Context: an optimization exercise on an open-source flow, tuned for small area and a short achievable clock period. The choices shown serve that exercise and are no tape-out recipe. Where RTL was checked, it was by simulation tests only, not by an equivalence proof against the original. No functional check of the RTL was part of run 2. No activity file was given, so power comes from the tool's default toggle rates.

File: flow/design.v
module register_file(output reg [31:0] RD1, RD2,
                     input clk, rst, WE,
                     input [4:0] A1, A2, A3,
                     input [31:0] WD3);
    reg [31*32-1:0] r;    
    reg [31:1] v;
    wire [31:0] wsel = (32'd1 << A3) & {{31{WE}}, 1'b0};
    wire [31:0] s1 = (32'd1 << A1) & {v, 1'b0};
    wire [31:0] s2 = (32'd1 << A2) & {v, 1'b0};
    genvar g;
    generate
        for (g = 1; g < 32; g = g + 1) begin : regs
            always @(posedge clk)
                if (wsel[g])
                    r[(g-1)*32 +: 32] <= WD3;
            always @(posedge clk or posedge rst)
                if (rst)
                    v[g] <= 1'b0;
                else if (wsel[g])
                    v[g] <= 1'b1;
        end
    endgenerate
    integer i;
    always @(*) begin
        RD1 = 32'd0;
        RD2 = 32'd0;
        for (i = 1; i < 32; i = i + 1) begin
            RD1 = RD1 | (r[(i-1)*32 +: 32] & {32{s1[i]}});
            RD2 = RD2 | (r[(i-1)*32 +: 32] & {32{s2[i]}});
        end
    end
endmodule
module alu(input [31:0] A, B,
           input SUB,
           input F_ADD, F_SLL, F_SR, F_ARITH, F_SLT, F_SLTU, F_XOR, F_OR, F_AND, F_COPY,
           output [31:0] Y,
           output [31:0] SUM,
           output zero, over_load);
    wire [31:0] bx = B ^ {32{SUB}};
    wire [32:0] s = {1'b0, A} + {1'b0, bx} + {32'd0, SUB};
    assign SUM = s[31:0];
    wire ltu = ~s[32];
    wire lt  = (A[31] ^ B[31]) ? A[31] : s[31];
    wire [4:0] sh = B[4:0];
    wire [31:0] arev, srev;
    wire [31:0] sin = F_SLL ? arev : A;
    wire [31:0] sr = $signed({F_SR & F_ARITH & A[31], sin}) >>> sh;
    genvar k;
    generate
        for (k = 0; k < 32; k = k + 1) begin : rev
            assign arev[k] = A[31-k];
            assign srev[k] = sr[31-k];
        end
    endgenerate
    assign Y = ({32{F_ADD}}  & s[31:0])
             | ({32{F_SLL}}  & srev)
             | ({32{F_SR}}   & sr)
             | ({32{F_XOR}}  & (A ^ B))
             | ({32{F_OR}}   & (A | B))
             | ({32{F_AND}}  & (A & B))
             | ({32{F_COPY}} & B)
             | {31'd0, (F_SLT & lt) | (F_SLTU & ltu)};
    wire z_add = ~|((A ^ B) ^ {A[30:0] | B[30:0], 1'b0});    
    wire z_eq  = (A == B);                                   
    assign zero = (F_ADD & ~SUB & z_add)
                | ((F_ADD & SUB | F_XOR) & z_eq)
                | (F_SLL & ~|srev)
                | (F_SR & ~|sr)
                | (F_OR & ~|(A | B))
                | (F_AND & ~|(A & B))
                | (F_COPY & ~|B)
                | (F_SLT & ~lt)
                | (F_SLTU & ~ltu);
    assign over_load = F_ADD & (A[31] == bx[31]) & (s[31] != A[31]);
endmodule
module data_memory(output reg [31:0] RD,
                   input clk, rst, WE,
                   input [3:0] LE,
                   input [5:0] WA,
                   input [31:0] WD,
                   input [63:0] RSEL);
    reg [64*32-1:0] m;
    reg [63:0] v;
    wire [63:0] wsel = (64'd1 << WA) & {64{WE}};
    wire [31:0] wd = WD & {{8{LE[3]}}, {8{LE[2]}}, {8{LE[1]}}, {8{LE[0]}}};
    genvar g, l;
    generate
        for (g = 0; g < 64; g = g + 1) begin : words
            for (l = 0; l < 4; l = l + 1) begin : lanes
                always @(posedge clk)
                    if (wsel[g] & (LE[l] | ~v[g]))
                        m[g*32 + l*8 +: 8] <= wd[l*8 +: 8];
            end
            always @(posedge clk or posedge rst)
                if (rst)
                    v[g] <= 1'b0;
                else if (wsel[g])
                    v[g] <= 1'b1;
        end
    endgenerate
    wire [63:0] rs = RSEL & v;
    integer i;
    always @(*) begin
        RD = 32'd0;
        for (i = 0; i < 64; i = i + 1)
            RD = RD | (m[i*32 +: 32] & {32{rs[i]}});
    end
endmodule
module RV32I(output [31:0] Result, output [31:0] Result2, input clk, rst, input test, input [7:0] test_addr,
             output zero, overload,
             input [31:0] instr, output [31:0] pc);
    wire [6:0] op = instr[6:0];
    wire [2:0] f3 = instr[14:12];
    wire f30 = instr[30];
    wire f25 = instr[25];
    wire [4:0] rd  = instr[11:7];
    wire [4:0] ra1 = instr[19:15];
    wire [4:0] ra2 = instr[24:20];
    wire isL   = ~rst & (op == 7'h03);
    wire isI   = ~rst & (op == 7'h13);
    wire isAUI = ~rst & (op == 7'h17);
    wire isS   = ~rst & (op == 7'h23);
    wire isR   = ~rst & (op == 7'h33);
    wire isLUI = ~rst & (op == 7'h37);
    wire isB   = ~rst & (op == 7'h63);
    wire isJR  = ~rst & (op == 7'h67);
    wire isJ   = ~rst & (op == 7'h6f);
    wire wb_alu = isR | isI | isAUI | isLUI;           
    wire wb_pc4 = ~(wb_alu | isL);                     
    wire reg_wr = wb_alu | isL | isJ | isJR;
    reg  [31:0] PC;
    reg  [31:0] hold2;
    assign pc = PC;
    wire [31:0] pc4 = PC + 32'd4;
    wire [31:0] rs1, rs2;
    wire selA_rs1 = isR | isI | isS | isL | isLUI | isJR;
    wire selB_rs2 = ~(isI | isS | isL | isB | isAUI | isLUI | isJ | isJR);
    wire [31:0] immI = {{20{instr[31]}}, instr[31:20]};
    wire [31:0] immS = {{20{instr[31]}}, instr[31:25], instr[11:7]};
    wire [31:0] immB = {{20{instr[31]}}, instr[7], instr[30:25], instr[11:8], 1'b0};
    wire [31:0] immU = {instr[31:12], 12'd0};
    wire [31:0] immJ = {{12{instr[31]}}, instr[19:12], instr[20], instr[30:21], 1'b0};
    wire [31:0] imm = ({32{isI | isL | isJR}} & immI)
                    | ({32{isS}} & immS)
                    | ({32{isB}} & immB)
                    | ({32{isAUI | isLUI}} & immU)
                    | ({32{isJ}} & immJ);
    wire [31:0] A = selA_rs1 ? rs1 : PC;
    wire [31:0] B = selB_rs2 ? rs2 : imm;
    wire f3_000 = (f3 == 3'b000);
    wire f3_101 = (f3 == 3'b101);
    wire use_f3 = isI | (isR & ~f25 & (~f30 | f3_000 | f3_101));
    wire do_sub = isR & ~f25 & f30 & f3_000;
    wire F_SLL  = use_f3 & (f3 == 3'b001);
    wire F_SLT  = use_f3 & (f3 == 3'b010);
    wire F_SLTU = use_f3 & (f3 == 3'b011);
    wire F_XOR  = use_f3 & (f3 == 3'b100);
    wire F_SR   = use_f3 & f3_101;
    wire F_OR   = use_f3 & (f3 == 3'b110);
    wire F_AND  = use_f3 & (f3 == 3'b111);
    wire F_COPY = isLUI;
    wire F_ADD  = ~(F_SLL | F_SLT | F_SLTU | F_XOR | F_SR | F_OR | F_AND | F_COPY);
    wire SUB    = do_sub | F_SLT | F_SLTU;
    wire [31:0] alu_y, sum;
    alu u_alu(.A(A), .B(B), .SUB(SUB),
              .F_ADD(F_ADD), .F_SLL(F_SLL), .F_SR(F_SR), .F_ARITH(f30), .F_SLT(F_SLT), .F_SLTU(F_SLTU),
              .F_XOR(F_XOR), .F_OR(F_OR), .F_AND(F_AND), .F_COPY(F_COPY),
              .Y(alu_y), .SUM(sum), .zero(zero), .over_load(overload));
    wire beq  = (rs1 == rs2);
    wire bltu = (rs1 < rs2);
    wire blt  = ($signed(rs1) < $signed(rs2));
    reg  cond;
    always @(*)
        case (f3)
            3'b000: cond = beq;
            3'b001: cond = ~beq;
            3'b010: cond = 1'b0;
            3'b011: cond = 1'b1;
            3'b100: cond = blt;
            3'b101: cond = ~blt;
            3'b110: cond = bltu;
            default: cond = ~bltu;
        endcase
    wire taken = isJ | isJR | (isB & cond);
    wire [7:0] la = rs1[7:0];
    wire [7:0] lb = instr[27:20];
    wire [7:0] le_ = la ^ lb;
    wire [7:0] lg = la & lb;
    wire [7:0] lp = la | lb;
    wire c2 = lg[1] | (lp[1] & lg[0]);
    wire [1:0] m2 = {~(le_[2] ^ ~c2), ~(le_[2] ^ c2)};
    function [3:0] mt(input e, input g, input p);
        mt = {~(e ^ ~g), ~(e ^ ~p), ~(e ^ g), ~(e ^ p)};    
    endfunction
    wire [3:0] m3 = mt(le_[3], lg[2], lp[2]);
    wire [3:0] m4 = mt(le_[4], lg[3], lp[3]);
    wire [3:0] m5 = mt(le_[5], lg[4], lp[4]);
    wire [3:0] m6 = mt(le_[6], lg[5], lp[5]);
    wire [3:0] m7 = mt(le_[7], lg[6], lp[6]);
    reg [7:0]  ga;
    reg [15:0] gb;
    integer j;
    always @(*) begin
        for (j = 0; j < 8; j = j + 1)
            ga[j] = m2[j & 1] & m3[(j >> 0) & 3] & m4[(j >> 1) & 3];
        for (j = 0; j < 16; j = j + 1)
            gb[j] = m5[(j >> 0) & 3] & m6[(j >> 1) & 3] & m7[(j >> 2) & 3];
    end
    wire [7:0]  ta = 8'd1 << test_addr[4:2];
    wire [7:0]  tb8 = 8'd1 << test_addr[7:5];
    wire [7:0]  sa_ = test ? ta : ga;
    wire [15:0] sb_;
    genvar gj;
    generate
        for (gj = 0; gj < 16; gj = gj + 1) begin : gbt
            assign sb_[gj] = test ? tb8[gj >> 1] : gb[gj];
        end
    endgenerate
    wire [63:0] rsel;
    generate
        for (gj = 0; gj < 64; gj = gj + 1) begin : wls
            assign rsel[gj] = sa_[gj & 7] & sb_[gj >> 2];
        end
    endgenerate
    wire [31:0] word;
    wire [7:0]  sa = rs1[7:0] + immS[7:0];
    wire st = isS & ~test;
    wire [3:0] le = (f3 == 3'b000) ? (4'b0001 << sa[1:0]) :
                    (f3 == 3'b001) ? (sa[1] ? 4'b1100 : 4'b0011) : 4'b1111;
    wire st_we = st & (f3 == 3'b000 | f3 == 3'b001 | f3 == 3'b010);
    wire [31:0] wdata = (f3[1:0] == 2'b00) ? {4{rs2[7:0]}} :
                        (f3[1:0] == 2'b01) ? {2{rs2[15:0]}} : rs2;
    data_memory u_dmem(.RD(word), .clk(clk), .rst(rst), .WE(st_we), .LE(le), .WA(sa[7:2]), .WD(wdata), .RSEL(rsel));
    wire a0 = le_[0];
    wire a1 = le_[1] ^ lg[0];
    wire isw = test | (f3 == 3'b010);
    wire ish = ~test & (f3[1:0] == 2'b01);
    wire isb = ~test & (f3[1:0] == 2'b00);
    wire sgn = ~f3[2];
    wire sel0 = isw | (ish & ~a1) | (isb & ~a1 & ~a0);
    wire sel1 = isb & ~a1 & a0;
    wire sel2 = (ish & a1) | (isb & a1 & ~a0);
    wire sel3 = isb & a1 & a0;
    wire hi1  = isw | (ish & ~a1);                  
    wire hi3  = ish & a1;                           
    wire bsign = (sel0 & word[7]) | (sel1 & word[15]) | (sel2 & word[23]) | (sel3 & word[31]);
    wire hsign = a1 ? word[31] : word[15];
    wire ext8  = isb & sgn & bsign;                 
    wire ext16 = ext8 | (ish & sgn & hsign);        
    wire [31:0] ld;
    assign ld[7:0]   = ({8{sel0}} & word[7:0]) | ({8{sel1}} & word[15:8])
                     | ({8{sel2}} & word[23:16]) | ({8{sel3}} & word[31:24]);
    assign ld[15:8]  = ({8{hi1}} & word[15:8]) | ({8{hi3}} & word[31:24]) | {8{ext8}};
    assign ld[31:16] = ({16{isw}} & word[31:16]) | {16{ext16}};
    assign Result  = isL ? ld : (wb_alu ? alu_y : pc4);
    assign Result2 = (isL & ~test) ? ld : ((wb_alu & ~test) ? alu_y : (test ? word : hold2));
    register_file u_rf(.RD1(rs1), .RD2(rs2), .clk(clk), .rst(rst), .WE(reg_wr & ~test),
                       .A1(ra1), .A2(ra2), .A3(rd), .WD3(Result));
    always @(posedge clk or posedge rst) begin
        if (rst) begin
            PC <= 32'd0;
            hold2 <= 32'd0;
        end else if (~test) begin
            PC <= taken ? sum : pc4;
            if (wb_alu | isL)
                hold2 <= Result;
        end
    end
endmodule
File: flow/config.mk
export PLATFORM = sky130hd
export DESIGN_NAME = RV32I
export DESIGN_NICKNAME = RV32I
export VERILOG_FILES = /design/flow/design.v
export SDC_FILE = /design/flow/constraint.sdc
export NUM_CORES = 8
export LEC_CHECK = 0
export CAP_MARGIN = 20
export CORE_MARGIN = 2
export CORE_UTILIZATION = 40
export CTS_CLUSTER_DIAMETER = 100
export CTS_CLUSTER_SIZE = 25
export SETUP_SLACK_MARGIN = 5
export SLEW_MARGIN = 20
File: flow/constraint.sdc
create_clock -name core_clock -period 22.0 [get_ports {clk}]
set_input_delay 4.4000 -clock core_clock [delete_from_list [all_inputs] [get_ports {clk}]]
set_output_delay 4.4000 -clock core_clock [all_outputs]
set_load 0.01 [all_outputs]
File: flow/run.sh
#!/bin/bash
# synth_recipe.tcl (not shown) runs the flow's synth.tcl, then flattens the netlist and writes it again
# the make line also repeats each setting of config.mk as NAME=value (left out here)
make -C /OpenROAD-flow-scripts/flow DESIGN_CONFIG=/design/flow/config.mk WORK_HOME=/design/flow/orfs CLKGATE_MAP_FILE= SYNTH_SCRIPT=/design/flow/synth_recipe.tcl finish
==> results of run 1 <==
==> through the flow <==
step | worst slack, ns | instance area (µm²) | util (%) | std cells | hold slack [ns]
global placement | 2.211 | 157100 | 43.73 | 15860 | 0.4542
CTS | 4.905 | 164800 | 45.86 | 16230 | 0.4859
finish | 4.641 | 166500 | 46.34 | 16450 | 0.4812
floorplan | 4.818 | 144400 | - | 10990 | 0.4300
detailed placement | 2.257 | 157300 | 43.79 | 15860 | 0.4617
global route | 4.874 | 166200 | 46.26 | 16320 | 0.5221
==> worst register-to-register path, delay by kind of cell (launching register included) <==
kind                       cells  cell delay, ns
and+or+nand+nor               10            2.60
AOI/OAI and AO/OA              7            1.77
buffers and inverters         10            2.47
DFF                            1            0.79
adders and majority gates      2            0.80
==> Yosys cell counts (159+ instances only) <==
cell type  number
o21ai_0       230
nand3_1       318
nor2_1        391
a21oi_1       496
edfxtp_1     3040
and4_1        175
a221oi_1      188
nor3_1        259
clkbuf_1      692
dfrtp_1       159
nand2_1       726
a2111oi_0     170
nand4_1       373
a22oi_1       916
inv_1         163
a22o_1        182
and3_1        376
==> registers in the layout, indices dropped and copies added, names as in the netlist <==
name      cells
u_dmem.m   2048
u_rf.r      992
u_dmem.v     64
PC           32
hold2        32
u_rf.v       31
==> layout make-up <==
| cell class | instances | share of cell area, % |
|---|---|---|
| repair buffers | 1077 | 5.623 |
| flip-flops and latches | 3199 | 57.22 |
| diodes | 151 | 0.2270 |
| clock buffers | 209 | 2.618 |
| clock inverters | 47 | 0.4096 |
| well taps | 4773 | 3.587 |
| inverters | 168 | 0.3818 |
| multi-input cells | 6823 | 29.93 |
==> report_power, final <==
part / internal [W] / total [W] / switching (W)
clock: 0.00148 / 0.00368 / 0.00221
combinational: 0.000433 / 0.00173 / 0.00129
sequential: 0.00681 / 0.00689 / 0.0000798
total: 0.00873 / 0.0123 / 0.00358
==> logic make-up (layout without fill, tap and decap cells) <==
family / Yosys count / in the layout / share of synthesized area (%)
compound gates: 3189 / 3190 / 16.43
xor+xnor: 146 / 146 / 0.8857
flops: 3199 / 3199 / 65.99
other cells: 0 / 151 / 0
buf+inv: 970 / 1501 / 2.551
simple gates: 3266 / 3267 / 12.32
mux: 72 / 72 / 0.5217
fa+ha+maj: 148 / 148 / 1.303
==> metal layers <==
metal  track usage (%)  wire length [µm]  vias up
li1                  -                 -    45720
met3             22.03            149400     4325
met5             1.097              1233        -
met4             38.02             93410       95
met1             57.18            299600    64370
met2             66.25            361900    15100
==> worst max path at each step <==
| stage | end | slack (ns) | cells past startpoint |
|---|---|---|---|
| 2_1_floorplan | Result[0] | 4.82 | 27 |
| 3_3_place_gp | Result[1] | 2.21 | 26 |
| 3_5_place_dp | Result2[20] | 2.26 | 26 |
| 4_1_cts | Result2[20] | 4.90 | 29 |
| 5_1_grt | Result[0] | 4.87 | 29 |
| 6_report | Result[0] | 4.64 | 25 |
==> what timing repair did <==
action                                  in CTS  in global routing
setup buffers                              114                 55
endpoints found under the setup margin      66                 64
cloned                                       2                  5
resized for setup                          322                162
pin swaps                                   63                 36
hold buffers                                 0                  0
endpoints found under the hold margin        0                  0
==> summary.md, run 1 <==
| Metric | Value |
|---|---|
| Combined area of the multi-input logic cells | approximately 50,000 µm² |
| Routed via count divided by cell count | 7.880 |
| Worst slew margin relative to its limit | roughly 12% |
| Number of buffers on the longest clock path | 4 |
| Cells after Synth | ~11,000 |
| Main area contributors after synthesis | edfxtp_1 63%, a22oi_1 4.8%, dfrtp_1 2.8%, nand2_1 1.9%, clkbuf_1 1.8% |
| Gr usage total | between 40% and 50% |
| Number of flops mapped to enable cells by yosys | roughly 3,000 |
| Source of the worst register-to-register timing path | u_rf.v[14]$_DFFE_PP0P_ |
| Measured slew at the worst slew-check pin | roughly 1.3 ns |
| Share of post-route cells with drive strength above 1 | between 10% and 20% |
| Largest stage delay on the critical path | roughly 0.83 ns |
| Final critical delay including setup and external delays | about 17 ns |
| Clock insertion delay at the later pin of the skew report | a little over 1 ns |
| Sequential element share of the synthesized area | about two thirds |
| Peak fanout along the critical path | 14 |
| First-pass GRT wire length | 1,150,000 µm |
| Total I/O pin count | between 100 and 150 |
| FP Rows | 220 |
| Net count after synthesis | roughly 11,000 |
| Detailed Place HPWL | 604,200 µm |
| Count of state elements after synthesis | about 3,200 |
| Setup crit start | instr[16] |
| Number of cells on the worst hold path | 2 |
| Y dimension of the die | around 600 µm |
| Global-route congestion overflow total | 0 |
| Aggregate routed wire length | 905,500 µm |
| Largest net degree at the start of global routing | 65 |
| Area inside the core boundary | ~360,000 µm² |
| Number of buffers inserted during clock tree synthesis | 166 |
| Clock tree from TritonCTS | done |
| Fmax | a little under 0.06 GHz |
| Worst reg2reg endpoint | u_rf.r[735]$_DFFE_PP_ |
| Async set-reset flop share out of synthesis | 4.970% |
| Number of distinct library cells after synthesis | between 100 and 150 |
| Final setup violation count | 0 |
| Worst Reg-to-Reg Cells | 29 |
| Buf/Inv on CP | 7 |
| Number of nets in the final layout | roughly 12,000 |
| Slew Limit Fails | 0 |
| Antenna Violating Nets Remaining | 0 |
| Power density cells | about 74 nW/µm² |
| Pleak | between 50 and 60 nW |
| Ys Warns | 3 |
| Required time of the critical path | about 18 ns |
| First-pass detailed-route iteration total | 13 |
| Synthesized area per cell | about 13 µm² |
| Hold Path Class | flop to flop |
| Number of global-route vias before repair | approximately 110k |
| Hold violation count in the final report | 0 |
| Layout overhead on the synthesized area | 15.31% |
| Total power of the final layout | between 0.01 and 0.015 W |
| Setup Total Neg Slack | 0 ns |
| Maximum resistive drop on vdd | 0.08399 mV |
| Post-synthesis instance area | between 100,000 and 150,000 µm² |
| Routability congestion estimate from global placement | between 1 and 1.5 |
| Maximum level of the CTS H-tree | 4 |
| Cell seen most often among critical-path stages | buf_4 |
| Sequential cell area | about 95,000 µm² |
| Number of antenna violations at the first check in global routing | 129 |
| First DRT Iteration DRCs | around 31,000 |
| RSZ-0062 raised after global routing | yes |
| Cell type with the largest total area after synthesis | edfxtp_1 |
| CP delay by family, top | simple AND/OR/NAND/NOR gates |
| Type of destination of the critical path | output pin |
| Cell chosen for the clock root | clkbuf_16 |
| Startpoint kind of the worst setup timing path | primary input |
| Number of sinks on the clock net | 3,199 |
| Vias | 129,600 |
| Number of buffers added on ports | about 140 |
| Clock-pin slew reported for the worst setup and hold paths after clock tree synthesis | around 0.090 ns |
| Reg2reg setup slack | around 13 ns |
| Most common cell after layout, fill and taps aside | edfxtp_1 |
| Crit Path Category | primary input to output pin |
| Worst min-delay path endpoint | hold2[4]$_DFFE_PP0P_ |
| DRC violation count after routing | 0 |
| Die span in x | between 600 and 700 µm |
| Yosys top cell area share | a little over three fifths |
| # Max-Cap Violations | 0 |
| Result of the run | finished clean |
| Area of the die | ~370,000 µm² |
| Fill cells | 31,900 |
| Most frequently used flop master after synthesis | edfxtp_1 |
| HP Start | hold2[4]$_DFFE_PP0P_ |
| Routed len/inst | between 50 and 60 µm |
| Leading cell types in the layout, fill and taps excluded | 3,040 x edfxtp_1, 904 x a22oi_1, 837 x buf_4 |
| Critical Path Slowest Stage Cell | a2111oi_0 |
| Worst Skew | around 0.076 ns |
| Worst endpoint data arrival time | ~13 ns |
| Starting Density | around 40% |
| Ratio of final minimum period to clock period | 78.91% |
==> run 2, diff against run 1 <==
--- a/flow/design.v
+++ b/flow/design.v
@@ -186,40 +186,25 @@
     wire [7:0] lb = instr[27:20];
-    wire [7:0] le_ = la ^ lb;
-    wire [7:0] lg = la & lb;
-    wire [7:0] lp = la | lb;
-    wire c2 = lg[1] | (lp[1] & lg[0]);
-    wire [1:0] m2 = {~(le_[2] ^ ~c2), ~(le_[2] ^ c2)};
-    function [3:0] mt(input e, input g, input p);
-        mt = {~(e ^ ~g), ~(e ^ ~p), ~(e ^ g), ~(e ^ p)};    
+    wire c2 = (la[1] & lb[1]) | ((la[1] | lb[1]) & la[0] & lb[0]);
+    wire [1:0] lsum10 = la[1:0] + lb[1:0];
+    function sdec_f(input [7:0] a, input [7:0] b, input c, input [5:0] wa);
+        reg [7:0] k;
+        reg ok;
+        integer i;
+        begin
+            k = {wa, 2'b00};
+            ok = ~(a[2] ^ b[2] ^ k[2] ^ c);
+            for (i = 3; i < 8; i = i + 1)
+                ok = ok & ~(a[i] ^ b[i] ^ k[i] ^ ((a[i-1] & b[i-1]) | ((a[i-1] | b[i-1]) & ~k[i-1])));
+            sdec_f = ok;
+        end
     endfunction
-    wire [3:0] m3 = mt(le_[3], lg[2], lp[2]);
-    wire [3:0] m4 = mt(le_[4], lg[3], lp[3]);
-    wire [3:0] m5 = mt(le_[5], lg[4], lp[4]);
-    wire [3:0] m6 = mt(le_[6], lg[5], lp[5]);
-    wire [3:0] m7 = mt(le_[7], lg[6], lp[6]);
-    reg [7:0]  ga;
-    reg [15:0] gb;
-    integer j;
-    always @(*) begin
-        for (j = 0; j < 8; j = j + 1)
-            ga[j] = m2[j & 1] & m3[(j >> 0) & 3] & m4[(j >> 1) & 3];
-        for (j = 0; j < 16; j = j + 1)
-            gb[j] = m5[(j >> 0) & 3] & m6[(j >> 1) & 3] & m7[(j >> 2) & 3];
-    end
-    wire [7:0]  ta = 8'd1 << test_addr[4:2];
-    wire [7:0]  tb8 = 8'd1 << test_addr[7:5];
-    wire [7:0]  sa_ = test ? ta : ga;
-    wire [15:0] sb_;
-    genvar gj;
-    generate
-        for (gj = 0; gj < 16; gj = gj + 1) begin : gbt
-            assign sb_[gj] = test ? tb8[gj >> 1] : gb[gj];
-        end
-    endgenerate
-    wire [63:0] rsel;
-    generate
-        for (gj = 0; gj < 64; gj = gj + 1) begin : wls
-            assign rsel[gj] = sa_[gj & 7] & sb_[gj >> 2];
-        end
-    endgenerate
+    wire [63:0] sdec;
+    genvar gw;
+    generate
+        for (gw = 0; gw < 64; gw = gw + 1) begin : sdecs
+            assign sdec[gw] = sdec_f(la, lb, c2, gw);
+        end
+    endgenerate
+    wire [63:0] tdec = 64'd1 << test_addr[7:2];
+    wire [63:0] rsel = test ? tdec : sdec;
     wire [31:0] word;
@@ -233,23 +218,20 @@
     data_memory u_dmem(.RD(word), .clk(clk), .rst(rst), .WE(st_we), .LE(le), .WA(sa[7:2]), .WD(wdata), .RSEL(rsel));
-    wire a0 = le_[0];
-    wire a1 = le_[1] ^ lg[0];
-    wire isw = test | (f3 == 3'b010);
-    wire ish = ~test & (f3[1:0] == 2'b01);
-    wire isb = ~test & (f3[1:0] == 2'b00);
-    wire sgn = ~f3[2];
-    wire sel0 = isw | (ish & ~a1) | (isb & ~a1 & ~a0);
-    wire sel1 = isb & ~a1 & a0;
-    wire sel2 = (ish & a1) | (isb & a1 & ~a0);
-    wire sel3 = isb & a1 & a0;
-    wire hi1  = isw | (ish & ~a1);                  
-    wire hi3  = ish & a1;                           
-    wire bsign = (sel0 & word[7]) | (sel1 & word[15]) | (sel2 & word[23]) | (sel3 & word[31]);
-    wire hsign = a1 ? word[31] : word[15];
-    wire ext8  = isb & sgn & bsign;                 
-    wire ext16 = ext8 | (ish & sgn & hsign);        
-    wire [31:0] ld;
-    assign ld[7:0]   = ({8{sel0}} & word[7:0]) | ({8{sel1}} & word[15:8])
-                     | ({8{sel2}} & word[23:16]) | ({8{sel3}} & word[31:24]);
-    assign ld[15:8]  = ({8{hi1}} & word[15:8]) | ({8{hi3}} & word[31:24]) | {8{ext8}};
-    assign ld[31:16] = ({16{isw}} & word[31:16]) | {16{ext16}};
+    wire [7:0]  byte_ = (lsum10 == 2'd0) ? word[7:0] :
+                        (lsum10 == 2'd1) ? word[15:8] :
+                        (lsum10 == 2'd2) ? word[23:16] : word[31:24];
+    wire [15:0] half = lsum10[1] ? word[31:16] : word[15:0];
+    reg  [31:0] ld;
+    always @(*) begin
+        if (test)
+            ld = word;
+        else
+            case (f3)
+                3'b000: ld = {{24{byte_[7]}}, byte_};
+                3'b001: ld = {{16{half[15]}}, half};
+                3'b010: ld = word;
+                3'b100: ld = {24'd0, byte_};
+                3'b101: ld = {16'd0, half};
+                default: ld = 32'd0;
+            endcase
+    end
     assign Result  = isL ? ld : (wb_alu ? alu_y : pc4);
--- a/flow/config.mk
+++ b/flow/config.mk
@@ -10,4 +10,2 @@
 export CORE_UTILIZATION = 40
-export CTS_CLUSTER_DIAMETER = 100
-export CTS_CLUSTER_SIZE = 25
 export SETUP_SLACK_MARGIN = 5
==> run 2 against run 1 <==
Compared with the run above: still clean on timing, DRC and antenna; final cell count is 3.9% higher; setup slack got worse by 0.0068 ns; clock skew increased by 0.034 ns; hold slack gained 0.0059 ns; wire length is 11% higher; clock power grew 68%; combinational power rose by 12%; sequential share of layout area fell by 2.6 points; first-iteration DRC count increased by 7.5%; register-to-register slack got worse by 0.22 ns; flip-flop and latch count unchanged; critical path type unchanged; highest routed layer unchanged.
==> summary.md, run 2 <==
| Metric | Value |
|---|---|
| First DRT Iteration DRCs | 33,270 (was 30,960) |
| Synthesized area per cell | 13.04 µm² (was 13.14 µm²) |
| First-pass detailed-route iteration total | 17 (was 13) |
| Largest net degree at the start of global routing | 68 (was 65) |
| Measured slew at the worst slew-check pin | 1.395 ns (was 1.326 ns) |
| Fmax | 0.05758 GHz (was 0.05761 GHz) |
| Setup Total Neg Slack | 0 ns (unchanged) |
| Total I/O pin count | 141 (unchanged) |
| Clock-pin slew reported for the worst setup and hold paths after clock tree synthesis | 0.06 ns (was 0.09 ns) |
| Cells after Synth | 11,090 (was 10,990) |
| Post-synthesis instance area | 144,700 µm² (was 144,400 µm²) |
| Hold Buf Count CTS | 0 (unchanged) |
| Yosys top cell area share | 63.10% (was 63.23%) |
| Clock tree from TritonCTS | done (unchanged) |
| Power density cells | 86.34 nW/µm² (was 73.91 nW/µm²) |
| First-pass GRT wire length | 1,261,000 µm (was 1,150,000 µm) |
| Dpl cells | 16,150 (was 15,860) |
| Slew Limit Fails | 0 (unchanged) |
| Number of flops mapped to enable cells by yosys | 3,040 (unchanged) |
| Startpoint kind of the worst setup timing path | primary input (unchanged) |
| Required time of the critical path | 17.60 ns (about the same) |
| Critical Path Slowest Stage Cell | a222oi_1 (was a2111oi_0) |
| Final setup violation count | 0 (unchanged) |
| Worst endpoint data arrival time | 12.97 ns (was 12.96 ns) |
| Cell chosen for the clock root | clkbuf_16 (unchanged) |
| Most used standard cell by instance count after synthesis | edfxtp_1 (unchanged) |
| Number of buffers added on ports | 138 (unchanged) |
| Number of cells in the finished layout apart from fillers | 17,100 (was 16,450) |
| Total power of the final layout | 0.01505 W (was 0.01230 W) |
| Gr usage total | 53.30% (was 47.89%) |
| Routed via count divided by cell count | 7.915 (was 7.880) |
| Vias | 135,300 (was 129,600) |
| Antenna Violating Nets Remaining | 0 (unchanged) |
| Most frequently used flop master after synthesis | edfxtp_1 (unchanged) |
| FP Rows | 220 (unchanged) |
| # Max-Cap Violations | 0 (unchanged) |
| Number of flip-flops in the largest register | 2,048 (unchanged) |
| Reg2reg setup slack | 12.83 ns (was 13.05 ns) |
| Crit Path Category | primary input to output pin (unchanged) |
| Leading cell types in the layout, fill and taps excluded | 3,040 x edfxtp_1, 1,009 x buf_4, 924 x nand3_1 (was 3,040 x edfxtp_1, 904 x a22oi_1, 837 x buf_4) |
| Worst Reg-to-Reg Cells | 32 (was 29) |
| Layout overhead on the synthesized area | 20.47% (was 15.31%) |
| Cell seen most often among critical-path stages | buf_4 (unchanged) |
| Ratio of final minimum period to clock period | 78.94% (was 78.91%) |
| Source of the worst register-to-register timing path | u_rf.v[8]$_DFFE_PP0P_ (was u_rf.v[14]$_DFFE_PP0P_) |
| Starting Density | 40.24% (was 40.19%) |
| Global-route congestion overflow total | 0 (unchanged) |
| Largest stage delay on the critical path | 0.68 ns (was 0.83 ns) |
| DRC violation count after routing | 0 (unchanged) |
| Share of post-route cells with drive strength above 1 | 19.95% (was 17.38%) |
| Top flop regs | u_dmem.m: 2048 flops, u_rf.r: 992 flops, u_dmem.v: 64 flops (unchanged) |
| Clock insertion delay at the later pin of the skew report | 1.05 ns (was 1.02 ns) |
| Final critical delay including setup and external delays | 17.37 ns (was 17.36 ns) |
| Number of buffers inserted during clock tree synthesis | 343 (was 166) |
| Setup crit start | instr[16] (unchanged) |
| Fill cells | 31,590 (was 31,900) |
| Finished layout cell area | 174,300 µm² (was 166,500 µm²) |
| Termination of the worst setup path | Result[4] (was Result[0]) |
| Async set-reset flop share out of synthesis | 4.970% (unchanged) |
| Number of nets in the final layout | 12,090 (was 11,630) |
| Type of destination of the critical path | output pin (unchanged) |
| WHS | 0.4871 ns (was 0.4812 ns) |
| Cell type with the largest total area after synthesis | edfxtp_1 (unchanged) |
| Net count after synthesis | 11,280 (was 11,180) |
| Top cells by instance count after synthesis | 3,040 x edfxtp_1, 941 x nand3_1, 719 x nand2_1 (was 3,040 x edfxtp_1, 916 x a22oi_1, 726 x nand2_1) |
| Register name with the most flops | u_dmem.m (unchanged) |
| Y dimension of the die | 605.4 µm (was 604.8 µm) |
| Routed len/inst | 58.74 µm (was 55.06 µm) |
| Number of distinct library cells after synthesis | 125 (was 110) |
| Maximum level of the CTS H-tree | 5 (was 4) |
| Number of antenna violations at the first check in global routing | 150 (was 129) |
| Maximum resistive drop on vdd | 0.09962 mV (was 0.08399 mV) |
| Main area contributors after synthesis | edfxtp_1 63%, nand3_1 3.3%, a22oi_1 3.0%, dfrtp_1 2.8%, nand2_1 1.9% (was edfxtp_1 63%, a22oi_1 4.8%, dfrtp_1 2.8%, nand2_1 1.9%, clkbuf_1 1.8%) |
| Peak fanout along the critical path | 14 (unchanged) |
| Sequential element share of the synthesized area | 65.85% (was 65.99%) |
| Number of sinks on the clock net | 3,199 (unchanged) |
| Detailed Place HPWL | 694,500 µm (was 604,200 µm) |
| Worst slew margin relative to its limit | 6.804% (was 11.59%) |
| Aggregate routed wire length | 1,004,000 µm (was 905,500 µm) |
| Area of the die | 366,500 µm² (was 365,800 µm²) |
| Hold violation count in the final report | 0 (unchanged) |
| Number of global-route vias before repair | 120,200 (was 114,900) |
| Result of the run | finished clean (unchanged) |
| Routability congestion estimate from global placement | 1.165 (was 1.107) |
| Worst reg2reg endpoint | u_rf.r[740]$_DFFE_PP_ (was u_rf.r[735]$_DFFE_PP_) |
| Ys Warns | 3 (unchanged) |
| Most common cell after layout, fill and taps aside | edfxtp_1 (unchanged) |
| Area inside the core boundary | 359,500 µm² (was 359,200 µm²) |
| Number of buffers on the longest clock path | 4 (unchanged) |
| Count of state elements after synthesis | 3,199 (unchanged) |
| Hold Path Class | flop to flop (unchanged) |
| Die span in x | 605.4 µm (was 604.8 µm) |
| Pleak | 59.26 nW (was 55.96 nW) |
| RSZ-0062 raised after global routing | no (was yes) |
| Placed Area | 158,600 µm² (was 157,300 µm²) |
| Worst Skew | 0.1099 ns (was 0.07606 ns) |
[run 2: critical path, delay by kind of cell]
| kind | cells | cell delay [ns] |
|---|---|---|
| compound gates | 5 | 1.53 |
| xor+xnor | 1 | 0.16 |
| fa+ha+maj | 1 | 0.44 |
| buf+inv | 13 | 3.05 |
| mux | 1 | 0.34 |
| simple gates | 14 | 2.92 |
[run 2: cells by family after synthesis]
group / synth area share [%]
adders and majority gates: 1.304
DFF: 65.85
xor gates and xnor gates: 0.9090
buffers and inverters: 2.642
muxes: 0.9540
and+or+nand+nor: 12.82
AOI/OAI and AO/OA: 15.52
[run 2: report_power, final]
part	switching (W)	internal [W]	total, W
registers	0.0000760	0.00684	0.00692
clock network	0.00270	0.00349	0.00619
logic	0.00146	0.000475	0.00193
total	0.00423	0.0108	0.0150
[run 2: final cells by class]
class                      instances  area, µm²  share of cell area, %
tap                             4773       5972                  3.427
antenna                          135      337.8                 0.1938
multi-input combinational       6914      49670                  28.50
timing repair buffer            1255      10570                  6.067
inverter                         183      696.9                 0.3999
clock buffer                     427       9062                  5.200
clock inverter                   210       2689                  1.543
sequential                      3199      95270                  54.67
[run 2: metrics by stage]
step	setup slack, ns	util, %
global route	4.973	48.40
global placement	1.386	44.06
detailed placement	2.032	44.12
CTS	4.974	48.03
finish	4.634	48.48
floorplan	5.302	-
[run 2: worst min path at each step]
| stage | start | endpoint | cells past startpoint |
|---|---|---|---|
| after floorplan | u_rf.v[4]$_DFFE_PP0P_ | u_rf.v[4]$_DFFE_PP0P_ | 1 |
| after global placement | hold2[18]$_DFFE_PP0P_ | hold2[18]$_DFFE_PP0P_ | 2 |
| after detailed placement | hold2[28]$_DFFE_PP0P_ | hold2[28]$_DFFE_PP0P_ | 2 |
| after CTS | hold2[28]$_DFFE_PP0P_ | hold2[28]$_DFFE_PP0P_ | 2 |
| after global routing | u_rf.v[31]$_DFFE_PP0P_ | u_rf.v[31]$_DFFE_PP0P_ | 1 |
| final | hold2[28]$_DFFE_PP0P_ | hold2[28]$_DFFE_PP0P_ | 2 |
[run 2: timing repair]
action                                  in CTS  in global routing
buffers inserted                           106                 54
gates resized for setup                    295                123
pin swaps                                   51                 32
endpoints found under the setup margin      66                 61
gates cloned                                 3                  1
[run 2: layer usage]
layer | vias to the layer above | global-route usage (%) | wire (µm)
met5 | - | 2.221 | 2529
met4 | 80 | 38.52 | 91940
met3 | 4089 | 31.76 | 189500
met2 | 16350 | 66.92 | 369400
met1 | 67770 | 66.14 | 350800
li1 | 47030 | - | -

re-timing with driven ports:
Ports are ideal in the flow. The routed layouts listed here were re-timed in OpenROAD.
Step 1 (the two cells are an assumption about what drives the block):
set clk [get_ports {clk}]
set_driving_cell -lib_cell sky130_fd_sc_hd__clkbuf_16 $clk
set_driving_cell -lib_cell sky130_fd_sc_hd__buf_2 [delete_from_list [all_inputs] $clk]
Step 2 also shifts input and output timing later by t, the mid clock arrival at the registers, as if the neighbouring blocks saw the same clock.
Slacks: no drivers / after step 1 / after step 2; pairs: no drivers / after step 1.
run	shift t [ns]	slack for setup (ns)	worst hold slack (ns)	slew at the worst register clock pin (ns)	worst data-port slew with drivers (ns)
run 1	1.098	4.641 / 4.589 / 4.589	0.481 / 0.481 / 0.481	0.12 / 0.12	0.18
run 2	1.121	4.634 / 4.496 / 4.496	0.487 / 0.487 / 0.487	0.08 / 0.08	0.22
After both steps every run listed still meets setup and hold. The setup slack of run 2, which loses most, moves by -0.138 ns with the drivers and by -0.138 ns with both steps.
